From an optimization exercise on the open Yosys and OpenROAD flow, aimed at small area and few clock cycles; shortcuts taken in it are not production practice. Function was checked by simulation only, so behaviour that the tests miss may differ from the original. Power figures rest on the tool's default switching activity, not on a simulated workload.

## flow/design.v

```verilog
`timescale 1ns / 1ps
module nextpc(
	input         reset,
	input  [31:0] inst,
	input  [29:0] pc,
	input         eq,
	output [29:0] pcn);
	wire sJ, sT, sN, selH, selI, selD, selH2, selI2;
	wire cL, cB;
	wire [15:0] p4;
	wire [16:0] ic;
	assign ic[1] = pc[0];
	c_inv i0(pc[0], p4[0]);
	genvar i;
	generate
		for (i = 1; i < 16; i = i + 1) begin : inc_lo
			c_ha u(pc[i], ic[i], p4[i], ic[i+1]);
		end
	endgenerate
	assign cL = ic[16];
	wire [15:0] pb;
	pc_add16 ab(.a(pc[15:0]), .b(inst[15:0]), .s(pb), .cout(cB));
	wire [13:0] h = pc[29:16];
	wire [13:0] hi, hd;
	wire [14:0] hc;
	assign hc[1] = h[0];
	c_inv i1(h[0], hi[0]);
	generate
		for (i = 1; i < 14; i = i + 1) begin : inc_hi
			c_ha u(h[i], hc[i], hi[i], hc[i+1]);
		end
	endgenerate
	pc_dec14 dc(.h(h), .d(hd));
	nextpc_ctl ctl(.reset(reset), .inst(inst), .eq(eq), .cL(cL), .cB(cB),
		.sJ(sJ), .sT(sT), .sN(sN), .selH(selH), .selI(selI), .selD(selD),
		.selH2(selH2), .selI2(selI2));
	generate
		for (i = 0; i < 30; i = i + 1) begin : nb
			wire x, y;
			if (i < 16) begin : lo
				c_a222oi m(sJ, inst[i], sT, pb[i], sN, p4[i], x);
				c_inv    o(x, pcn[i]);
			end else if (i < 26) begin : mid
				c_a222oi m(h[i-16], selH, hi[i-16], selI, hd[i-16], selD, x);
				c_nand2  n(inst[i], sJ, y);
				c_nand2  o(x, y, pcn[i]);
			end else begin : top
				c_a222oi m(h[i-16], selH2, hi[i-16], selI2, hd[i-16], selD, x);
				c_inv    o(x, pcn[i]);
			end
		end
	endgenerate
endmodule
module nextpc_ctl(
	input  reset,
	input  [31:0] inst,
	input  eq, cL, cB,
	output sJ, sT, sN, selH, selI, selD, selH2, selI2);
	wire [5:0] op = inst[31:26];
	wire s    = inst[15];
	wire isJ  = (op == 6'b000010);
	wire take = (op == 6'b000100) & eq;
	assign sJ = isJ & ~reset;
	assign sT = take & ~reset;
	assign sN = ~isJ & ~take & ~reset;
	wire   sNJ = ~take & ~reset;
	assign selH  = (sN & ~cL) | (sT & (cB == s));
	assign selI  = (sN & cL)  | (sT & cB & ~s);
	assign selD  = sT & ~cB & s;
	assign selH2 = (sNJ & ~cL) | (sT & (cB == s));
	assign selI2 = (sNJ & cL)  | (sT & cB & ~s);
endmodule
module pc_dec14(input [13:0] h, output [13:0] d);
	wire [14:0] bw;    
	wire [14:0] bwn;
	c_inv i0(h[0], d[0]);
	assign bw[1] = d[0];
	genvar i;
	generate
		for (i = 1; i < 14; i = i + 1) begin : st
			if (i % 2 == 1) begin : p
				c_xor2   x(h[i], bw[i], d[i]);
				c_nand2b n(h[i], bw[i], bwn[i+1]);
			end else begin : n
				c_xnor2  x(h[i], bwn[i], d[i]);
				c_nor2   n(bwn[i], h[i], bw[i+1]);
			end
		end
	endgenerate
endmodule
`timescale 1ns / 1ps
module exec(
	input         reset,
	input  [31:0] inst,
	input  [31:0] a,
	input  [31:0] b,
	input  [31:0] rdata,
	output [31:0] addr,
	output        eq,
	output [31:0] wd,
	output [15:0] wen);
	wire en, sub, s_sum, s_ld, s_lt, s_aon, s_orn;
	exec_ctl ctl(.reset(reset), .inst(inst), .en(en), .sub(sub),
		.s_sum(s_sum), .s_ld(s_ld), .s_lt(s_lt), .s_aon(s_aon), .s_orn(s_orn),
		.wen(wen));
	wire [31:0] t;
	wire        th;
	c_a21o th_(inst[31], inst[15], sub, th);
	wire [31:0] k;
	genvar i;
	generate
		for (i = 0; i < 32; i = i + 1) begin : kb
			wire bn;
			if (i < 16) begin : lo
				c_a21o  t_(inst[31], inst[i], sub, t[i]);
			end else begin : hi
				assign t[i] = th;
			end
			c_nand2 g(b[i], en, bn);
			c_xnor2 x(bn, t[i], k[i]);
		end
	endgenerate
	wire [31:0] sum, pn, gn;
	wire        cout;
	alu_add add(.a(a), .k(k), .cin(sub), .sum(sum), .pn(pn), .gn(gn), .cout(cout));
	assign addr = sum;
	exec_eq cmp(.pn(pn), .eq(eq));
	generate
		for (i = 0; i < 32; i = i + 1) begin : rb
			wire x;
			if (i == 0) begin : b0
				exec_r0 m(s_aon, gn[0], s_orn, pn[0], s_lt, cout, x);
			end else begin : bn
				c_o22ai m(s_aon, gn[i], s_orn, pn[i], x);
			end
			c_a221o o(s_ld, rdata[i], s_sum, sum[i], x, wd[i]);
		end
	endgenerate
endmodule
module exec_r0(input s_aon, gn, s_orn, pn, s_lt, cout, output y);
	assign y = ~((s_aon | gn) & (s_orn | pn)) | (s_lt & ~cout);
endmodule
module exec_eq(input [31:0] pn, output eq);
	assign eq = &pn;
endmodule
module exec_ctl(
	input         reset,
	input  [31:0] inst,
	output        en, sub, s_sum, s_ld, s_lt, s_aon, s_orn,
	output [15:0] wen);
	wire [5:0] op = inst[31:26];
	wire [3:0] fn = inst[3:0];
	wire isR  = (op == 6'b000000);
	wire isLW = (op == 6'b100011);
	wire r    = isR & ~reset;
	assign en    = ~op[5];
	assign sub   = ~op[5] & ~op[2] & fn[1];
	assign s_sum = r & (fn[3:2] == 2'b00) & ~fn[0];
	assign s_ld  = isLW & ~reset;
	assign s_lt  = r & (fn == 4'b1010);
	assign s_aon = ~(r & (fn[3:1] == 3'b010));
	assign s_orn = ~(r & (fn == 4'b0101));
	wire [3:0] lo, hi;
	exec_wpre pre(.inst(inst), .isR(isR), .isLW(isLW), .lo(lo), .hi(hi));
	genvar i, j;
	generate
		for (i = 0; i < 4; i = i + 1) begin : h_
			for (j = 0; j < 4; j = j + 1) begin : l_
				c_a21o g(hi[i], lo[j], reset, wen[4*i + j]);
			end
		end
	endgenerate
endmodule
module exec_wpre(input [31:0] inst, input isR, isLW, output [3:0] lo, hi);
	wire       we   = isR | isLW;
	wire [3:0] wreg = isR ? inst[14:11] : inst[19:16];
	assign lo = {4{we}} & (4'd1 << wreg[1:0]);
	assign hi = 4'd1 << wreg[3:2];
endmodule
`timescale 1ns / 1ps
module alu_add(input [31:0] a, input [31:0] k, input cin,
	output [31:0] sum, output [31:0] pn, output [31:0] gn, output cout);
	wire n1;
	wire n2;
	wire n3;
	wire n4;
	wire n5;
	wire n6;
	wire n7;
	wire n8;
	wire n9;
	wire n10;
	wire n11;
	wire n12;
	wire n13;
	wire n14;
	wire n15;
	wire n16;
	wire n17;
	wire n18;
	wire n19;
	wire n20;
	wire n21;
	wire n22;
	wire n23;
	wire n24;
	wire n25;
	wire n26;
	wire n27;
	wire n28;
	wire n29;
	wire n30;
	wire n31;
	wire n32;
	wire n33;
	wire n34;
	wire n35;
	wire n36;
	wire n37;
	wire n38;
	wire n39;
	wire n40;
	wire n41;
	wire n42;
	wire n43;
	wire n44;
	wire n45;
	wire n46;
	wire n47;
	wire n48;
	wire n49;
	wire n50;
	wire n51;
	wire n52;
	wire n53;
	wire n54;
	wire n55;
	wire n56;
	wire n57;
	wire n58;
	wire n59;
	wire n60;
	wire n61;
	wire n62;
	wire n63;
	wire n64;
	wire n65;
	wire n66;
	wire n67;
	wire n68;
	wire n69;
	wire n70;
	wire n71;
	wire n72;
	wire n73;
	wire n74;
	wire n75;
	wire n76;
	wire n77;
	wire n78;
	wire n79;
	wire n80;
	wire n81;
	wire n82;
	wire n83;
	wire n84;
	wire n85;
	wire n86;
	wire n87;
	wire n88;
	wire n89;
	wire n90;
	wire n91;
	wire n92;
	wire n93;
	wire n94;
	wire n95;
	wire n96;
	wire n97;
	wire n98;
	wire n99;
	wire n100;
	wire n101;
	wire n102;
	wire n103;
	wire n104;
	wire n105;
	wire n106;
	wire n107;
	wire n108;
	wire n109;
	wire n110;
	wire n111;
	wire n112;
	wire n113;
	wire n114;
	wire n115;
	wire n116;
	wire n117;
	wire n118;
	wire n119;
	wire n120;
	wire n121;
	wire n122;
	wire n123;
	wire n124;
	wire n125;
	wire n126;
	wire n127;
	wire n128;
	wire n129;
	wire n130;
	wire n131;
	wire n132;
	wire n133;
	wire n134;
	wire n135;
	wire n136;
	wire n137;
	wire n138;
	wire n139;
	wire n140;
	wire n141;
	wire n142;
	wire n143;
	wire n144;
	wire n145;
	wire n146;
	wire n147;
	wire n148;
	wire n149;
	wire n150;
	wire n151;
	wire n152;
	wire n153;
	wire n154;
	wire n155;
	wire n156;
	wire n157;
	wire n158;
	wire n159;
	wire n160;
	wire n161;
	wire n162;
	wire n163;
	wire n164;
	wire n165;
	wire n166;
	wire n167;
	wire n168;
	wire n169;
	wire n170;
	wire n171;
	wire n172;
	wire n173;
	wire n174;
	wire n175;
	wire n176;
	wire n177;
	wire n178;
	wire n179;
	wire n180;
	wire n181;
	wire n182;
	wire n183;
	wire n184;
	wire n185;
	wire n186;
	wire n187;
	wire n188;
	wire n189;
	wire n190;
	wire n191;
	c_xnor2 u1(a[0], k[0], n1);
	c_nand2 u2(a[0], k[0], n2);
	c_xnor2 u3(a[1], k[1], n3);
	c_nand2 u4(a[1], k[1], n4);
	c_xnor2 u5(a[2], k[2], n5);
	c_nand2 u6(a[2], k[2], n6);
	c_xnor2 u7(a[3], k[3], n7);
	c_nand2 u8(a[3], k[3], n8);
	c_xnor2 u9(a[4], k[4], n9);
	c_nand2 u10(a[4], k[4], n10);
	c_xnor2 u11(a[5], k[5], n11);
	c_nand2 u12(a[5], k[5], n12);
	c_xnor2 u13(a[6], k[6], n13);
	c_nand2 u14(a[6], k[6], n14);
	c_xnor2 u15(a[7], k[7], n15);
	c_nand2 u16(a[7], k[7], n16);
	c_xnor2 u17(a[8], k[8], n17);
	c_nand2 u18(a[8], k[8], n18);
	c_xnor2 u19(a[9], k[9], n19);
	c_nand2 u20(a[9], k[9], n20);
	c_xnor2 u21(a[10], k[10], n21);
	c_nand2 u22(a[10], k[10], n22);
	c_xnor2 u23(a[11], k[11], n23);
	c_nand2 u24(a[11], k[11], n24);
	c_xnor2 u25(a[12], k[12], n25);
	c_nand2 u26(a[12], k[12], n26);
	c_xnor2 u27(a[13], k[13], n27);
	c_nand2 u28(a[13], k[13], n28);
	c_xnor2 u29(a[14], k[14], n29);
	c_nand2 u30(a[14], k[14], n30);
	c_xnor2 u31(a[15], k[15], n31);
	c_nand2 u32(a[15], k[15], n32);
	c_xnor2 u33(a[16], k[16], n33);
	c_nand2 u34(a[16], k[16], n34);
	c_xnor2 u35(a[17], k[17], n35);
	c_nand2 u36(a[17], k[17], n36);
	c_xnor2 u37(a[18], k[18], n37);
	c_nand2 u38(a[18], k[18], n38);
	c_xnor2 u39(a[19], k[19], n39);
	c_nand2 u40(a[19], k[19], n40);
	c_xnor2 u41(a[20], k[20], n41);
	c_nand2 u42(a[20], k[20], n42);
	c_xnor2 u43(a[21], k[21], n43);
	c_nand2 u44(a[21], k[21], n44);
	c_xnor2 u45(a[22], k[22], n45);
	c_nand2 u46(a[22], k[22], n46);
	c_xnor2 u47(a[23], k[23], n47);
	c_nand2 u48(a[23], k[23], n48);
	c_xnor2 u49(a[24], k[24], n49);
	c_nand2 u50(a[24], k[24], n50);
	c_xnor2 u51(a[25], k[25], n51);
	c_nand2 u52(a[25], k[25], n52);
	c_xnor2 u53(a[26], k[26], n53);
	c_nand2 u54(a[26], k[26], n54);
	c_xnor2 u55(a[27], k[27], n55);
	c_nand2 u56(a[27], k[27], n56);
	c_xnor2 u57(a[28], k[28], n57);
	c_nand2 u58(a[28], k[28], n58);
	c_xnor2 u59(a[29], k[29], n59);
	c_nand2 u60(a[29], k[29], n60);
	c_xnor2 u61(a[30], k[30], n61);
	c_nand2 u62(a[30], k[30], n62);
	c_xnor2 u63(a[31], k[31], n63);
	c_nand2 u64(a[31], k[31], n64);
	c_inv u65(n1, n65);
	c_nand2 u66(n65, cin, n66);
	c_nand2 u67(n2, n66, n67);
	c_inv u68(n67, n68);
	c_o21ai u69(n3, n68, n4, n69);
	c_o21ai u70(n7, n6, n8, n70);
	c_nor2 u71(n7, n5, n71);
	c_o21ai u72(n11, n10, n12, n72);
	c_nor2 u73(n11, n9, n73);
	c_o21ai u74(n15, n14, n16, n74);
	c_nor2 u75(n15, n13, n75);
	c_o21ai u76(n19, n18, n20, n76);
	c_nor2 u77(n19, n17, n77);
	c_o21ai u78(n23, n22, n24, n78);
	c_nor2 u79(n23, n21, n79);
	c_o21ai u80(n27, n26, n28, n80);
	c_nor2 u81(n27, n25, n81);
	c_o21ai u82(n31, n30, n32, n82);
	c_nor2 u83(n31, n29, n83);
	c_o21ai u84(n35, n34, n36, n84);
	c_nor2 u85(n35, n33, n85);
	c_o21ai u86(n39, n38, n40, n86);
	c_nor2 u87(n39, n37, n87);
	c_o21ai u88(n43, n42, n44, n88);
	c_nor2 u89(n43, n41, n89);
	c_o21ai u90(n47, n46, n48, n90);
	c_nor2 u91(n47, n45, n91);
	c_o21ai u92(n51, n50, n52, n92);
	c_nor2 u93(n51, n49, n93);
	c_o21ai u94(n55, n54, n56, n94);
	c_nor2 u95(n55, n53, n95);
	c_o21ai u96(n59, n58, n60, n96);
	c_nor2 u97(n59, n57, n97);
	c_o21ai u98(n63, n62, n64, n98);
	c_nor2 u99(n63, n61, n99);
	c_a21oi u100(n71, n69, n70, n100);
	c_a21oi u101(n75, n72, n74, n101);
	c_nand2 u102(n75, n73, n102);
	c_a21oi u103(n79, n76, n78, n103);
	c_nand2 u104(n79, n77, n104);
	c_a21oi u105(n83, n80, n82, n105);
	c_nand2 u106(n83, n81, n106);
	c_a21oi u107(n87, n84, n86, n107);
	c_nand2 u108(n87, n85, n108);
	c_a21oi u109(n91, n88, n90, n109);
	c_nand2 u110(n91, n89, n110);
	c_a21oi u111(n95, n92, n94, n111);
	c_nand2 u112(n95, n93, n112);
	c_a21oi u113(n99, n96, n98, n113);
	c_nand2 u114(n99, n97, n114);
	c_o21ai u115(n102, n100, n101, n115);
	c_o21ai u116(n106, n103, n105, n116);
	c_nor2 u117(n106, n104, n117);
	c_o21ai u118(n110, n107, n109, n118);
	c_nor2 u119(n110, n108, n119);
	c_o21ai u120(n114, n111, n113, n120);
	c_nor2 u121(n114, n112, n121);
	c_a21oi u122(n117, n115, n116, n122);
	c_a21oi u123(n121, n118, n120, n123);
	c_nand2 u124(n121, n119, n124);
	c_o21ai u125(n124, n122, n123, n125);
	c_inv u126(n122, n126);
	c_a21oi u127(n119, n126, n118, n127);
	c_inv u128(n115, n128);
	c_o21ai u129(n104, n128, n103, n129);
	c_o21ai u130(n108, n122, n107, n130);
	c_o21ai u131(n112, n127, n111, n131);
	c_inv u132(n100, n132);
	c_a21oi u133(n73, n132, n72, n133);
	c_a21oi u134(n77, n115, n76, n134);
	c_a21oi u135(n81, n129, n80, n135);
	c_a21oi u136(n85, n126, n84, n136);
	c_a21oi u137(n89, n130, n88, n137);
	c_inv u138(n127, n138);
	c_a21oi u139(n93, n138, n92, n139);
	c_a21oi u140(n97, n131, n96, n140);
	c_inv u141(n69, n141);
	c_o21ai u142(n5, n141, n6, n142);
	c_o21ai u143(n9, n100, n10, n143);
	c_o21ai u144(n13, n133, n14, n144);
	c_o21ai u145(n17, n128, n18, n145);
	c_o21ai u146(n21, n134, n22, n146);
	c_inv u147(n129, n147);
	c_o21ai u148(n25, n147, n26, n148);
	c_o21ai u149(n29, n135, n30, n149);
	c_o21ai u150(n33, n122, n34, n150);
	c_o21ai u151(n37, n136, n38, n151);
	c_inv u152(n130, n152);
	c_o21ai u153(n41, n152, n42, n153);
	c_o21ai u154(n45, n137, n46, n154);
	c_o21ai u155(n49, n127, n50, n155);
	c_o21ai u156(n53, n139, n54, n156);
	c_inv u157(n131, n157);
	c_o21ai u158(n57, n157, n58, n158);
	c_o21ai u159(n61, n140, n62, n159);
	c_xnor2 u160(n1, cin, n160);
	c_xnor2 u161(n3, n67, n161);
	c_xnor2 u162(n5, n69, n162);
	c_xnor2 u163(n7, n142, n163);
	c_xor2 u164(n9, n100, n164);
	c_xnor2 u165(n11, n143, n165);
	c_xor2 u166(n13, n133, n166);
	c_xnor2 u167(n15, n144, n167);
	c_xnor2 u168(n17, n115, n168);
	c_xnor2 u169(n19, n145, n169);
	c_xor2 u170(n21, n134, n170);
	c_xnor2 u171(n23, n146, n171);
	c_xnor2 u172(n25, n129, n172);
	c_xnor2 u173(n27, n148, n173);
	c_xor2 u174(n29, n135, n174);
	c_xnor2 u175(n31, n149, n175);
	c_xor2 u176(n33, n122, n176);
	c_xnor2 u177(n35, n150, n177);
	c_xor2 u178(n37, n136, n178);
	c_xnor2 u179(n39, n151, n179);
	c_xnor2 u180(n41, n130, n180);
	c_xnor2 u181(n43, n153, n181);
	c_xor2 u182(n45, n137, n182);
	c_xnor2 u183(n47, n154, n183);
	c_xor2 u184(n49, n127, n184);
	c_xnor2 u185(n51, n155, n185);
	c_xor2 u186(n53, n139, n186);
	c_xnor2 u187(n55, n156, n187);
	c_xnor2 u188(n57, n131, n188);
	c_xnor2 u189(n59, n158, n189);
	c_xor2 u190(n61, n140, n190);
	c_xnor2 u191(n63, n159, n191);
	assign sum[0] = n160;
	assign pn[0] = n1;
	assign gn[0] = n2;
	assign sum[1] = n161;
	assign pn[1] = n3;
	assign gn[1] = n4;
	assign sum[2] = n162;
	assign pn[2] = n5;
	assign gn[2] = n6;
	assign sum[3] = n163;
	assign pn[3] = n7;
	assign gn[3] = n8;
	assign sum[4] = n164;
	assign pn[4] = n9;
	assign gn[4] = n10;
	assign sum[5] = n165;
	assign pn[5] = n11;
	assign gn[5] = n12;
	assign sum[6] = n166;
	assign pn[6] = n13;
	assign gn[6] = n14;
	assign sum[7] = n167;
	assign pn[7] = n15;
	assign gn[7] = n16;
	assign sum[8] = n168;
	assign pn[8] = n17;
	assign gn[8] = n18;
	assign sum[9] = n169;
	assign pn[9] = n19;
	assign gn[9] = n20;
	assign sum[10] = n170;
	assign pn[10] = n21;
	assign gn[10] = n22;
	assign sum[11] = n171;
	assign pn[11] = n23;
	assign gn[11] = n24;
	assign sum[12] = n172;
	assign pn[12] = n25;
	assign gn[12] = n26;
	assign sum[13] = n173;
	assign pn[13] = n27;
	assign gn[13] = n28;
	assign sum[14] = n174;
	assign pn[14] = n29;
	assign gn[14] = n30;
	assign sum[15] = n175;
	assign pn[15] = n31;
	assign gn[15] = n32;
	assign sum[16] = n176;
	assign pn[16] = n33;
	assign gn[16] = n34;
	assign sum[17] = n177;
	assign pn[17] = n35;
	assign gn[17] = n36;
	assign sum[18] = n178;
	assign pn[18] = n37;
	assign gn[18] = n38;
	assign sum[19] = n179;
	assign pn[19] = n39;
	assign gn[19] = n40;
	assign sum[20] = n180;
	assign pn[20] = n41;
	assign gn[20] = n42;
	assign sum[21] = n181;
	assign pn[21] = n43;
	assign gn[21] = n44;
	assign sum[22] = n182;
	assign pn[22] = n45;
	assign gn[22] = n46;
	assign sum[23] = n183;
	assign pn[23] = n47;
	assign gn[23] = n48;
	assign sum[24] = n184;
	assign pn[24] = n49;
	assign gn[24] = n50;
	assign sum[25] = n185;
	assign pn[25] = n51;
	assign gn[25] = n52;
	assign sum[26] = n186;
	assign pn[26] = n53;
	assign gn[26] = n54;
	assign sum[27] = n187;
	assign pn[27] = n55;
	assign gn[27] = n56;
	assign sum[28] = n188;
	assign pn[28] = n57;
	assign gn[28] = n58;
	assign sum[29] = n189;
	assign pn[29] = n59;
	assign gn[29] = n60;
	assign sum[30] = n190;
	assign pn[30] = n61;
	assign gn[30] = n62;
	assign sum[31] = n191;
	assign pn[31] = n63;
	assign gn[31] = n64;
	assign cout = n125;
endmodule
module pc_add16(input [15:0] a, input [15:0] b, output [15:0] s, output cout);
	wire n1;
	wire n2;
	wire n3;
	wire n4;
	wire n5;
	wire n6;
	wire n7;
	wire n8;
	wire n9;
	wire n10;
	wire n11;
	wire n12;
	wire n13;
	wire n14;
	wire n15;
	wire n16;
	wire n17;
	wire n18;
	wire n19;
	wire n20;
	wire n21;
	wire n22;
	wire n23;
	wire n24;
	wire n25;
	wire n26;
	wire n27;
	wire n28;
	wire n29;
	wire n30;
	wire n31;
	wire n32;
	wire n33;
	wire n34;
	wire n35;
	wire n36;
	wire n37;
	wire n38;
	wire n39;
	wire n40;
	wire n41;
	wire n42;
	wire n43;
	wire n44;
	wire n45;
	wire n46;
	wire n47;
	wire n48;
	wire n49;
	wire n50;
	wire n51;
	wire n52;
	wire n53;
	wire n54;
	wire n55;
	wire n56;
	wire n57;
	wire n58;
	wire n59;
	wire n60;
	wire n61;
	wire n62;
	wire n63;
	wire n64;
	wire n65;
	wire n66;
	wire n67;
	wire n68;
	wire n69;
	wire n70;
	wire n71;
	wire n72;
	wire n73;
	wire n74;
	wire n75;
	wire n76;
	wire n77;
	wire n78;
	wire n79;
	c_xnor2 u1(a[0], b[0], n1);
	c_nand2 u2(a[0], b[0], n2);
	c_xnor2 u3(a[1], b[1], n3);
	c_nand2 u4(a[1], b[1], n4);
	c_xnor2 u5(a[2], b[2], n5);
	c_nand2 u6(a[2], b[2], n6);
	c_xnor2 u7(a[3], b[3], n7);
	c_nand2 u8(a[3], b[3], n8);
	c_xnor2 u9(a[4], b[4], n9);
	c_nand2 u10(a[4], b[4], n10);
	c_xnor2 u11(a[5], b[5], n11);
	c_nand2 u12(a[5], b[5], n12);
	c_xnor2 u13(a[6], b[6], n13);
	c_nand2 u14(a[6], b[6], n14);
	c_xnor2 u15(a[7], b[7], n15);
	c_nand2 u16(a[7], b[7], n16);
	c_xnor2 u17(a[8], b[8], n17);
	c_nand2 u18(a[8], b[8], n18);
	c_xnor2 u19(a[9], b[9], n19);
	c_nand2 u20(a[9], b[9], n20);
	c_xnor2 u21(a[10], b[10], n21);
	c_nand2 u22(a[10], b[10], n22);
	c_xnor2 u23(a[11], b[11], n23);
	c_nand2 u24(a[11], b[11], n24);
	c_xnor2 u25(a[12], b[12], n25);
	c_nand2 u26(a[12], b[12], n26);
	c_xnor2 u27(a[13], b[13], n27);
	c_nand2 u28(a[13], b[13], n28);
	c_xnor2 u29(a[14], b[14], n29);
	c_nand2 u30(a[14], b[14], n30);
	c_xnor2 u31(a[15], b[15], n31);
	c_nand2 u32(a[15], b[15], n32);
	c_or2 u33(a[0], b[0], n33);
	c_inv u34(n33, n34);
	c_o21ai u35(n3, n34, n4, n35);
	c_inv u36(n35, n36);
	c_o21ai u37(n5, n36, n6, n37);
	c_inv u38(n37, n38);
	c_o21ai u39(n7, n38, n8, n39);
	c_inv u40(n39, n40);
	c_o21ai u41(n9, n40, n10, n41);
	c_inv u42(n41, n42);
	c_o21ai u43(n11, n42, n12, n43);
	c_inv u44(n43, n44);
	c_o21ai u45(n13, n44, n14, n45);
	c_inv u46(n45, n46);
	c_o21ai u47(n15, n46, n16, n47);
	c_inv u48(n47, n48);
	c_o21ai u49(n17, n48, n18, n49);
	c_inv u50(n49, n50);
	c_o21ai u51(n19, n50, n20, n51);
	c_inv u52(n51, n52);
	c_o21ai u53(n21, n52, n22, n53);
	c_inv u54(n53, n54);
	c_o21ai u55(n23, n54, n24, n55);
	c_inv u56(n55, n56);
	c_o21ai u57(n25, n56, n26, n57);
	c_inv u58(n57, n58);
	c_o21ai u59(n27, n58, n28, n59);
	c_inv u60(n59, n60);
	c_o21ai u61(n29, n60, n30, n61);
	c_inv u62(n61, n62);
	c_o21ai u63(n31, n62, n32, n63);
	c_inv u64(n1, n64);
	c_xnor2 u65(n3, n33, n65);
	c_xnor2 u66(n5, n35, n66);
	c_xnor2 u67(n7, n37, n67);
	c_xnor2 u68(n9, n39, n68);
	c_xnor2 u69(n11, n41, n69);
	c_xnor2 u70(n13, n43, n70);
	c_xnor2 u71(n15, n45, n71);
	c_xnor2 u72(n17, n47, n72);
	c_xnor2 u73(n19, n49, n73);
	c_xnor2 u74(n21, n51, n74);
	c_xnor2 u75(n23, n53, n75);
	c_xnor2 u76(n25, n55, n76);
	c_xnor2 u77(n27, n57, n77);
	c_xnor2 u78(n29, n59, n78);
	c_xnor2 u79(n31, n61, n79);
	assign s[0] = n1;
	assign s[1] = n65;
	assign s[2] = n66;
	assign s[3] = n67;
	assign s[4] = n68;
	assign s[5] = n69;
	assign s[6] = n70;
	assign s[7] = n71;
	assign s[8] = n72;
	assign s[9] = n73;
	assign s[10] = n74;
	assign s[11] = n75;
	assign s[12] = n76;
	assign s[13] = n77;
	assign s[14] = n78;
	assign s[15] = n79;
	assign cout = n63;
endmodule
`timescale 1ns / 1ps
module rf_sel16(input [15:0] d, input [15:0] s, output y);
	wire [5:0] n;
	c_a222oi g0(d[0],  s[0],  d[1],  s[1],  d[2],  s[2],  n[0]);
	c_a222oi g1(d[3],  s[3],  d[4],  s[4],  d[5],  s[5],  n[1]);
	c_a222oi g2(d[6],  s[6],  d[7],  s[7],  d[8],  s[8],  n[2]);
	c_a222oi g3(d[9],  s[9],  d[10], s[10], d[11], s[11], n[3]);
	c_a222oi g4(d[12], s[12], d[13], s[13], d[14], s[14], n[4]);
	c_nand2  g5(d[15], s[15], n[5]);
	rf_nand6 g6(n, y);
endmodule
module rf_nand6(input [5:0] a, output y);
	assign y = ~(&a);
endmodule
module rf_dec(input [3:0] s, output [15:0] oh);
	wire [3:0] lon, hin;
	c_or2   l0(s[1], s[0], lon[0]);
	c_nand2b l1(s[1], s[0], lon[1]);
	c_nand2b l2(s[0], s[1], lon[2]);
	c_nand2 l3(s[1], s[0], lon[3]);
	c_or2   h0(s[3], s[2], hin[0]);
	c_nand2b h1(s[3], s[2], hin[1]);
	c_nand2b h2(s[2], s[3], hin[2]);
	c_nand2 h3(s[3], s[2], hin[3]);
	genvar i, j;
	generate
		for (i = 0; i < 4; i = i + 1) begin : hi_
			for (j = 0; j < 4; j = j + 1) begin : lo_
				c_nor2 g(hin[i], lon[j], oh[4*i + j]);
			end
		end
	endgenerate
endmodule
module rf_read(input [3:0] sel, input [511:0] q, output [31:0] y);
	wire [15:0] oh;
	rf_dec dec(.s(sel), .oh(oh));
	genvar i, j;
	generate
		for (j = 0; j < 32; j = j + 1) begin : bit_
			wire [15:0] col;
			for (i = 0; i < 16; i = i + 1) begin : reg_
				assign col[i] = q[32*i + j];
			end
			rf_sel16 m(.d(col), .s(oh), .y(y[j]));
		end
	endgenerate
endmodule
`timescale 1ns / 1ps
module c_inv   (input a, output y);                 assign y = ~a;                               endmodule
module c_nand2 (input a, b, output y);              assign y = ~(a & b);                         endmodule
module c_nand2b(input an, b, output y);             assign y = ~(~an & b);                       endmodule
module c_nor2  (input a, b, output y);              assign y = ~(a | b);                         endmodule
module c_or2   (input a, b, output y);              assign y = a | b;                            endmodule
module c_xor2  (input a, b, output y);              assign y = a ^ b;                            endmodule
module c_xnor2 (input a, b, output y);              assign y = ~(a ^ b);                         endmodule
module c_a21oi (input a1, a2, b1, output y);        assign y = ~((a1 & a2) | b1);                endmodule
module c_o21ai (input a1, a2, b1, output y);        assign y = ~((a1 | a2) & b1);                endmodule
module c_a21o  (input a1, a2, b1, output y);        assign y = (a1 & a2) | b1;                   endmodule
module c_o22ai (input a1, a2, b1, b2, output y);    assign y = ~((a1 | a2) & (b1 | b2));         endmodule
module c_a222oi(input a1, a2, b1, b2, c1, c2, output y);
	assign y = ~((a1 & a2) | (b1 & b2) | (c1 & c2));
endmodule
module c_a221o (input a1, a2, b1, b2, c1, output y);
	assign y = (a1 & a2) | (b1 & b2) | c1;
endmodule
module c_ha    (input a, b, output s, output c);    assign s = a ^ b; assign c = a & b;          endmodule
`timescale 1ns / 1ps
module mips_top(
    input         clk,
    input         reset,
    output [31:0] imem_addr,
    input  [31:0] imem_data,
    output [31:0] dmem_addr,
    output [31:0] dmem_wdata,
    output        dmem_we,
    input  [31:0] dmem_rdata
    );
	wire [31:0] inst = imem_data;
	reg  [31:2] pc;
	reg  [31:0] rf [0:15];
	wire [511:0] q;
	genvar gi;
	generate
		for (gi = 0; gi < 16; gi = gi + 1) begin : rfq
			assign q[32*gi +: 32] = rf[gi];
		end
	endgenerate
	wire [31:0] a, b;
	rf_read rda(.sel(inst[24:21]), .q(q), .y(a));
	rf_read rdb(.sel(inst[19:16]), .q(q), .y(b));
	wire [31:0] wd;
	wire [15:0] wen;
	wire [31:0] addr;
	wire        eq;
	exec ex(.reset(reset), .inst(inst), .a(a), .b(b), .rdata(dmem_rdata),
		.addr(addr), .eq(eq), .wd(wd), .wen(wen));
	integer k;
	always @(posedge clk)
		for (k = 0; k < 16; k = k + 1)
			if (wen[k]) begin
				rf[k][31:4] <= wd[31:4];
				rf[k][3:0]  <= wd[3:0] | ({4{reset}} & k[3:0]);
			end
	wire [29:0] pcn;
	nextpc np(.reset(reset), .inst(inst), .pc(pc), .eq(eq), .pcn(pcn));
	always @(posedge clk)
		pc <= pcn;
	assign imem_addr  = {pc, 2'b00};
	assign dmem_addr  = addr;
	assign dmem_wdata = b;
	assign dmem_we    = (inst[31:26] == 6'b101011) & ~reset;
endmodule
```

## flow/run.sh

```bash
#!/bin/bash
# synth_recipe.tcl (not shown) runs the flow's synth.tcl, then flattens the netlist and writes it again
# the make line also repeats each setting of config.mk as NAME=value (left out here)
make -C /OpenROAD-flow-scripts/flow DESIGN_CONFIG=/design/flow/config.mk WORK_HOME=/design/flow/orfs CLKGATE_MAP_FILE= SYNTH_SCRIPT=/design/flow/synth_recipe.tcl finish
```

## flow/config.mk

```make
export PLATFORM = sky130hd
export DESIGN_NAME = mips_top
export DESIGN_NICKNAME = mips_top
export VERILOG_FILES = /design/flow/design.v
export SDC_FILE = /design/flow/constraint.sdc
export NUM_CORES = 4
export LEC_CHECK = 0
export CAP_MARGIN = 20
export CORE_MARGIN = 2
export CORE_UTILIZATION = 40
export PLACE_DENSITY = 0.6
export SLEW_MARGIN = 20
export SYNTH_HIERARCHICAL = 1
```

## flow/constraint.sdc

```tcl
create_clock -name core_clock -period 8.0 [get_ports {clk}]
set_input_delay 1.6000 -clock core_clock [delete_from_list [all_inputs] [get_ports {clk}]]
set_output_delay 1.6000 -clock core_clock [all_outputs]
set_load 0.01 [all_outputs]
```

==> impl_metrics.ini, run 1 <==
[sta]
setup_viol = 0
slew_headroom_pct = 26.3
hold_viol_final = 0
slew_viol_final = 0
post-route-min-period_ps = 7830
clock_skew_ps = 28.0
hold-worst-slack_ps = 576
clock.fmax_mhz = 128
worst_pin_slew_ps = 1100
fin_setup_tns_ps = 0
rsz0062_at_grt = no
period_share_pct = 97.9

[grt]
grt_pass1_wl_mm = 137
grt_overflow_total = 0
grtUsageTotal_pct = 28.1
grt_max_degree = 33
antenna_found_initial = 0
grt_pass1_vias = 20300

[floorplan]
core.rowCount = 92
top_level_ports = 163
die-area_um2 = 66400
die_y_um = 258
initial_core_util_pct = 40.6
core_area_um2 = 63300
die_w_um = 258

[clocking]
clkSinkCount = 542
cts_tree = built
numCtsBuffers = 57
cts_max_path_buffers = 3
cts-htree-levels = 2
ctsRootBufferMaster = clkbuf_16
clock_latency_ps = 630
clk_pin_slew_ps = 60

[power_and_ir_drop]
ir_drop_v = 0.000200
p_int_uw = 5170
p_comb_share_pct = 18.0
seqPwrFrac_pct = 46.0
power.density_nw_per_um2 = 226
p_switching_uw = 1920
switching_share_pct = 27.1
clockPowerShare_pct = 35.9
p_leak_uw = 0.0109

[setup_path]
crit_path_frequent_cell = buf_4
cp_max_fo = 9
cp_slowest_stage_delay_ps = 590
path_cells = clkdlybuf4s50_1 > nand2b_4 > buf_4 > nor2_4 > buf_4 > buf_12 > a222oi_1 > and4_2 > nand3_1 > nand2_1 > xnor2_1 > nand2_1 > o21ai_2 > a21oi_2 > o21ai_1 > buf_4 > a21oi_2 > inv_2 > buf_4 > a21oi_4 > o21ai_1 > xnor2_1 > clkdlybuf4s50_1
reg2reg_depth = 37
cp.arrival_ps = 6230
start_kind = primary input
crit_slowest_cell = clkdlybuf4s50_1
endpoint_kind = primary output
r2r_slack_ps = 1710
crit_required_ps = 6400
criticalPathCategory = primary input to primary output

[synthesis]
async_flop_share_pct = 0
syn_area_per_cell_um2 = 13.9
yosysSeqAreaShare_pct = 62.1
ys_ff_latch = 542
synth_edf_count = 512
synth-main-ff-cell = edfxtp_1
netlist_area_um2 = 25700
synthDistinctLibCells = 46
yosysWarningCount = 8
syn_inst = 1857

[detailed_routing]
vias = 20800
avgRoutedWirePerCell_um = 31.9
drt_wl_total_mm = 97.0
antenna_left = 0
drc = 0
dr.pass1.iters = 14
first_iter_violations = 4986
vias_per_cell = 6.84

[place]
gp_congestion = 0.913
portBuffers = 160
hpwl_mm = 60.5

[final_layout]
n_fill_cell = 5445
final_common_cell = edfxtp_1
layout.nets = 2243
drive_above_1_share_pct = 17.0
final_cell_mix = edfxtp_1 (512), a222oi_1 (350), nand2_1 (181), buf_4 (164), clkdlybuf4s50_1 (146)
area_growth_pct = 21.8

[outcome]
status = no timing/DRC/antenna violations

[flow_run]
drv_cap = 0

[min_path]
whs_path_depth = 3
min_path_type = register to register
-- per-module statistics from Yosys, one instance, submodules excluded, a selection --
| module | times used | flip-flops and latches | cells inside |
|---|---|---|---|
| c_a21o | 33 | 0 | 1 |
| c_xnor2 | 123 | 0 | 1 |
| exec_wpre | 1 | 0 | 24 |
| c_nor2 | 56 | 0 | 1 |
| exec_r0 | 1 | 0 | 2 |
| c_xor2 | 17 | 0 | 1 |
| c_nand2b | 14 | 0 | 1 |
| rf_nand6 | 64 | 0 | 2 |
| c_o22ai | 31 | 0 | 1 |
| mips_top | 1 | 542 | 552 |
| pc_add16 | 1 | 0 | 16 |
| c_a21oi | 18 | 0 | 1 |
| pc_dec14 | 1 | 0 | 1 |
| c_inv | 48 | 0 | 1 |
| c_nand2 | 177 | 0 | 1 |
-- through the flow --
| step | cells | cell area (µm²) | worst slack [ps] | total power (µW) | utilization, % |
|---|---|---|---|---|---|
| 5_1_grt | 3041 | 31300 | 39.1 | 7290 | 49.5 |
| 2_1_floorplan | 1858 | 25700 | 446 | 4070 | - |
| 3_5_place_dp | 2917 | 29200 | -235 | 4550 | 46.1 |
| 3_3_place_gp | 2917 | 29200 | -174 | 4540 | 46.0 |
| 4_1_cts | 3030 | 31100 | 5.93 | 7090 | 49.1 |
| 6_report | 3042 | 31300 | 169 | 7100 | 49.5 |
-- synthesized netlist by cell type (2+ instances only) --
| cell | number | area, µm² |
|---|---|---|
| a21o_1 | 34 | 255 |
| a21oi_1 | 2 | 10.0 |
| a21oi_2 | 18 | 158 |
| a221o_1 | 32 | 320 |
| a222oi_1 | 350 | 3500 |
| a31oi_1 | 2 | 12.5 |
| and4_1 | 64 | 561 |
| buf_4 | 115 | 863 |
| buf_6 | 2 | 22.5 |
| clkbuf_1 | 2 | 7.51 |
| dfxtp_1 | 30 | 601 |
| edfxtp_1 | 512 | 15400 |
| ha_1 | 28 | 350 |
| inv_1 | 51 | 191 |
| nand2_1 | 183 | 687 |
| nand2b_1 | 19 | 119 |
| nand3_1 | 69 | 345 |
| nand3b_1 | 5 | 37.5 |
| nand4_1 | 8 | 50.1 |
| nor2_1 | 63 | 236 |
| nor3_1 | 3 | 15.0 |
| nor4_1 | 3 | 18.8 |
| o21ai_0 | 4 | 20.0 |
| o21ai_1 | 55 | 275 |
| o22ai_1 | 31 | 194 |
| or2_1 | 5 | 31.3 |
| or2_2 | 5 | 31.3 |
| or4_1 | 4 | 30.0 |
| or4_4 | 2 | 22.5 |
| xnor2_1 | 123 | 1080 |
| xor2_1 | 18 | 158 |
-- what timing repair did --
| item | in CTS | in global routing |
|---|---|---|
| pin swaps | 10 | 13 |
| resized for setup | 25 | 33 |
| gates cloned | 1 | 0 |
| buffers inserted | 7 | 11 |
| hold buffers | 0 | 0 |
| endpoints found under the setup margin | 12 | 16 |
-- state kept, by name, summed over array words and instances (netlist names) --
| register | flops |
|---|---|
| rf | 512 |
| pc | 30 |
-- critical path: cells and delay by family --
family,cells,cell delay [ps]
buffers and inverters,8,1990
AOI/OAI and AO/OA,7,1290
and+or+nand+nor,6,970
xor gates and xnor gates,2,350
-- logic make-up after synthesis --
kind of cell,synth area share (%)
other,0.0146
buffers and inverters,4.22
adder cells (fa/ha/maj),1.36
AND/OR/NAND/NOR,8.79
AO/OA/AOI/OAI,18.7
XOR/XNOR,4.80
flip-flops,62.1
-- power by group through the flow --
stage	sequential [µW]	combinational (µW)	clock, µW
after floorplan	3310	766	0
after global placement	3320	1220	0
after detailed placement	3320	1230	0
after CTS	3260	1250	2570
after global routing	3280	1340	2680
final	3270	1280	2550
-- cell type report --
type / count / area [µm²] / area share (%)
timing repair buffer: 350 / 3330 / 10.6
clock buffer: 69 / 1470 / 4.69
antenna: 1 / 2.50 / 0.00798
sequential: 542 / 16000 / 51.0
multi-input combinational: 1147 / 9030 / 28.8
clock inverter: 36 / 290 / 0.926
tap: 846 / 1060 / 3.38
inverter: 51 / 191 / 0.611
-- layer usage --
layer,vias up,GRT usage (%),wire [µm]
met5,-,0,0
met4,0,11.3,3920
met1,10200,38.5,36600
met3,267,8.22,14200
met2,1721,42.1,42300
li1,8568,-,-
-- worst paths after layout --
check / start / endpoint
max: imem_data[16] / dmem_addr[19]
max reg2reg: pc[2] / pc[20]
min: pc[2] / pc[2]
min reg2reg: pc[2] / pc[2]
Testbench counts, summed over its fixed seeds: cycles 74,808.
==> run 2, diff against run 1 <==
--- a/flow/config.mk
+++ b/flow/config.mk
@@ -8,6 +8,7 @@
 export CAP_MARGIN = 20
 export CORE_MARGIN = 2
-export CORE_UTILIZATION = 40
-export PLACE_DENSITY = 0.6
+export CORE_UTILIZATION = 48
+export GPL_TIMING_DRIVEN = 0
+export PLACE_DENSITY = 0.62
 export SLEW_MARGIN = 20
 export SYNTH_HIERARCHICAL = 1
==> run 2 against run 1 <==
Against the previous run:
- clock-buffer cell count up 1
- still clean
- sequential cell count unchanged
- via count grew 1.8%
- highest routed layer is now met5
- critical path depth down 1
- hold slack worse by 9.7 ps
- synthesized area unchanged
- critical endpoint is now dmem_addr[31]
- non-clock buffer count grew 44
==> impl_metrics.ini, run 2 <==
[floorplan]
initial_core_util_pct = 48.8
die-area_um2 = 55500
core.rowCount = 84
core_area_um2 = 52800
top_level_ports = 163
die_w_um = 236
die_y_um = 236

[setup_path]
reg2reg_depth = 36
crit_required_ps = 6400
r2r_slack_ps = 1820
criticalPathCategory = primary input to primary output
endpoint_kind = primary output
cp.arrival_ps = 6290
r2r-start = pc[2]
timing.rr.end = pc[19]
start_kind = primary input
cp_max_fo = 15

[synthesis]
yosysMostFrequentCell = edfxtp_1
synth-main-ff-cell = edfxtp_1
yosys-top-cells-count = edfxtp_1 (512), a222oi_1 (350), nand2_1 (183)
yosysWarningCount = 8
yosysSeqAreaShare_pct = 62.1
synthDistinctLibCells = 46
synth_edf_count = 512
yosysTopAreaCell = edfxtp_1
async_flop_share_pct = 0
syn_area_per_cell_um2 = 13.9
netlist_area_um2 = 25700
synth.top_cell.area_share_pct = 59.8
ys_ff_latch = 542
syn_inst = 1857
synthTopCellsByArea = edfxtp_1 (60%), a222oi_1 (14%), xnor2_1 (4.2%)

[final_layout]
largest_register = rf
layout.nets = 2287
area_growth_pct = 26.0
antennaDiodeCount = 0
final_area_um2 = 32400
reg_top3 = rf: 512 flops, pc: 30 flops
n_fill_cell = 3946
final_cell_mix = edfxtp_1 (512), a222oi_1 (350), nand2_1 (178), buf_4 (170), clkdlybuf4s50_1 (149)
final_util_pct = 61.4
largest_reg_flops = 512
drive_above_1_share_pct = 19.7
final_common_cell = edfxtp_1

[sta]
clock.fmax_mhz = 127
hold_viol_final = 0
post-route-min-period_ps = 7890
slew_viol_final = 0
worst_pin_slew_ps = 1160
finalWorstSetupSlack_ps = 114
clock_skew_ps = 26.4
period_share_pct = 98.6
slew_headroom_pct = 22.9
setup_viol = 0

[clocking]
cts_tree = built
cts-htree-levels = 2
clkSinkCount = 542
clock_latency_ps = 640
numCtsBuffers = 58
clk_pin_slew_ps = 60
cts_max_path_buffers = 3
cts_hold_buf = 0
ctsRootBufferMaster = clkbuf_16

[place]
dpl_cell_area_um2 = 30000
portBuffers = 160
pre_cts_ws_ps = -2040
hpwl_mm = 61.1
gp_congestion = 0.814

[grt]
antenna_found_initial = 0
grt_overflow_total = 0
grt_pass1_wl_mm = 138
grt_max_degree = 33
grtUsageTotal_pct = 34.1
grt_pass1_vias = 20500

[power_and_ir_drop]
p_leak_uw = 0.0113
power.density_nw_per_um2 = 227
clockPowerShare_pct = 36.0
switching_share_pct = 27.0
p_comb_share_pct = 19.7
p_switching_uw = 1990
seqPwrFrac_pct = 44.3
p_int_uw = 5370
ir_drop_v = 0.000182

[detailed_routing]
drc = 0
first_iter_violations = 4985
dr.pass1.iters = 11
avgRoutedWirePerCell_um = 33.5
vias_per_cell = 7.24
drt_wl_total_mm = 98.0
vias = 21200
antenna_left = 0

[outcome]
status = no timing/DRC/antenna violations

[min_path]
whs_path_depth = 3
worstHoldStart = pc[18]
min_to = pc[18]
min_path_type = register to register

[flow_run]
drv_cap = 0
[run 2: layout make-up]
| cell class | instances | area (µm²) | share of cell area [%] |
|---|---|---|---|
| Clock inverter | 37 | 354 | 1.09 |
| Tap cell | 688 | 861 | 2.66 |
| Timing Repair Buffer | 275 | 3370 | 10.4 |
| Multi-Input combinational cell | 1146 | 9270 | 28.6 |
| Sequential cell | 542 | 16000 | 49.3 |
| Inverter | 51 | 191 | 0.591 |
| Clock buffer | 70 | 1500 | 4.62 |
| Buffer | 119 | 893 | 2.76 |
[run 2: kinds of logic (layout without fill, tap and decap cells)]
family,count (synthesis),after routing,share of synthesized area (%)
AND/OR/NAND/NOR,441,441,8.79
buffers and inverters,170,552,4.22
adder cells (fa/ha/maj),28,28,1.36
XOR/XNOR,141,141,4.80
other,1,2,0.0146
AO/OA/AOI/OAI,534,534,18.7
flip-flops,542,542,62.1
[run 2: per-module statistics from Yosys, one instance, submodules excluded, excerpt]
module,flip-flops and latches,area (µm²),times used,cells
c_or2,0,6.26,5,1
c_ha,0,12.5,28,1
c_o21ai,0,5.00,54,1
pc_add16,0,120,1,16
nextpc_ctl,0,163,1,24
c_nor2,0,3.75,56,1
c_a21o,0,7.51,33,1
rf_nand6,0,13.8,64,2
mips_top,542,16000,1,552
c_xnor2,0,8.76,123,1
exec_wpre,0,156,1,24
c_a21oi,0,8.76,18,1
c_a222oi,0,10.0,350,1
[run 2: how the worst max path moves through the flow]
stage	endpoint	from	depth (start not counted)
3_3_place_gp	dmem_addr[27]	imem_data[19]	24
3_5_place_dp	dmem_addr[27]	imem_data[19]	26
6_report	dmem_addr[31]	imem_data[16]	22
5_1_grt	pc[20]	imem_data[0]	37
2_1_floorplan	dmem_addr[31]	imem_data[16]	23
4_1_cts	dmem_addr[27]	imem_data[21]	25
[run 2: what timing repair did]
| item | CTS | global route |
|---|---|---|
| resized for setup | 75 | 14 |
| setup endpoints to repair | 27 | 23 |
| pin swaps | 35 | 13 |
| setup buffers | 40 | 7 |
[run 2: through the flow]
step / total power, µW / instances / hold WS, ps / setup TNS, ps
floorplan: 4070 / 1858 / 548 / 0
global placement: 4610 / 2706 / 530 / -1599900
detailed placement: 4680 / 2774 / 551 / -91500
CTS: 7330 / 2921 / 566 / 0
global route: 7570 / 2928 / 620 / -39.2
finish: 7360 / 2928 / 566 / 0
[run 2: routing by layer]
layer / wire, µm / global-route usage (%) / vias up
met4: 4580 / 14.7 / 2
met1: 36600 / 46.6 / 10400
li1: - / - / 8667
met2: 41700 / 50.2 / 1846
met3: 15100 / 10.6 / 305
met5: 45 / 0.606 / -
[run 2: worst max-delay path, cell delays in order]
cell and delay, ps:
clkbuf_4 180, or2_4 290, nor2_4 140, buf_4 370, a222oi_1 160, and4_1 250, nand3_1 160, nand2_1 110
xnor2_1 320, xnor2_2 210, nor2_1 150, a21oi_4 320, o21ai_4 130, a21oi_4 270, inv_2 110, a21oi_4 180
o21ai_2 150, a21oi_2 190, o21ai_1 110, xnor2_1 180, buf_4 140, clkdlybuf4s50_1 530
[run 2: power by group through the flow]
stage                     logic (µW)  clock network [µW]  registers, µW
after CTS                       1410                2660           3260
final                           1450                2650           3260
after global placement          1290                   0           3320
after detailed placement        1360                   0           3320
after global routing            1510                2780           3270
after floorplan                  766                   0           3310

-- afterwards: timing with drivers on the ports --
The flow's constraints put no driver on any port. The routed layouts listed below were extracted and timed again, unchanged, in two steps. Step 1 assumes that a clkbuf_16 drives the clock port and a buf_2 every other input. Step 2 times the ports against the registers' clock, not the clock port: input delays grow and output delays shrink by t, the midpoint of the rising clock arrivals with the driver on. Three values: no drivers, after step 1, after step 2; two values: the first two.
run	t, ns	setup WS [ns]	worst register clock-pin slew, ns	pins driven straight from the clock port
run 1	0.675	0.169 / 0.128 / 0.040	0.07 / 0.07	1
run 2	0.694	0.114 / 0.087 / -0.038	0.07 / 0.07	1
Met with ideal ports but missed after step 2: setup timing in run 2. For run 2, which loses most, drivers alone change the setup slack by -0.027 ns; drivers and shift together by -0.152 ns.
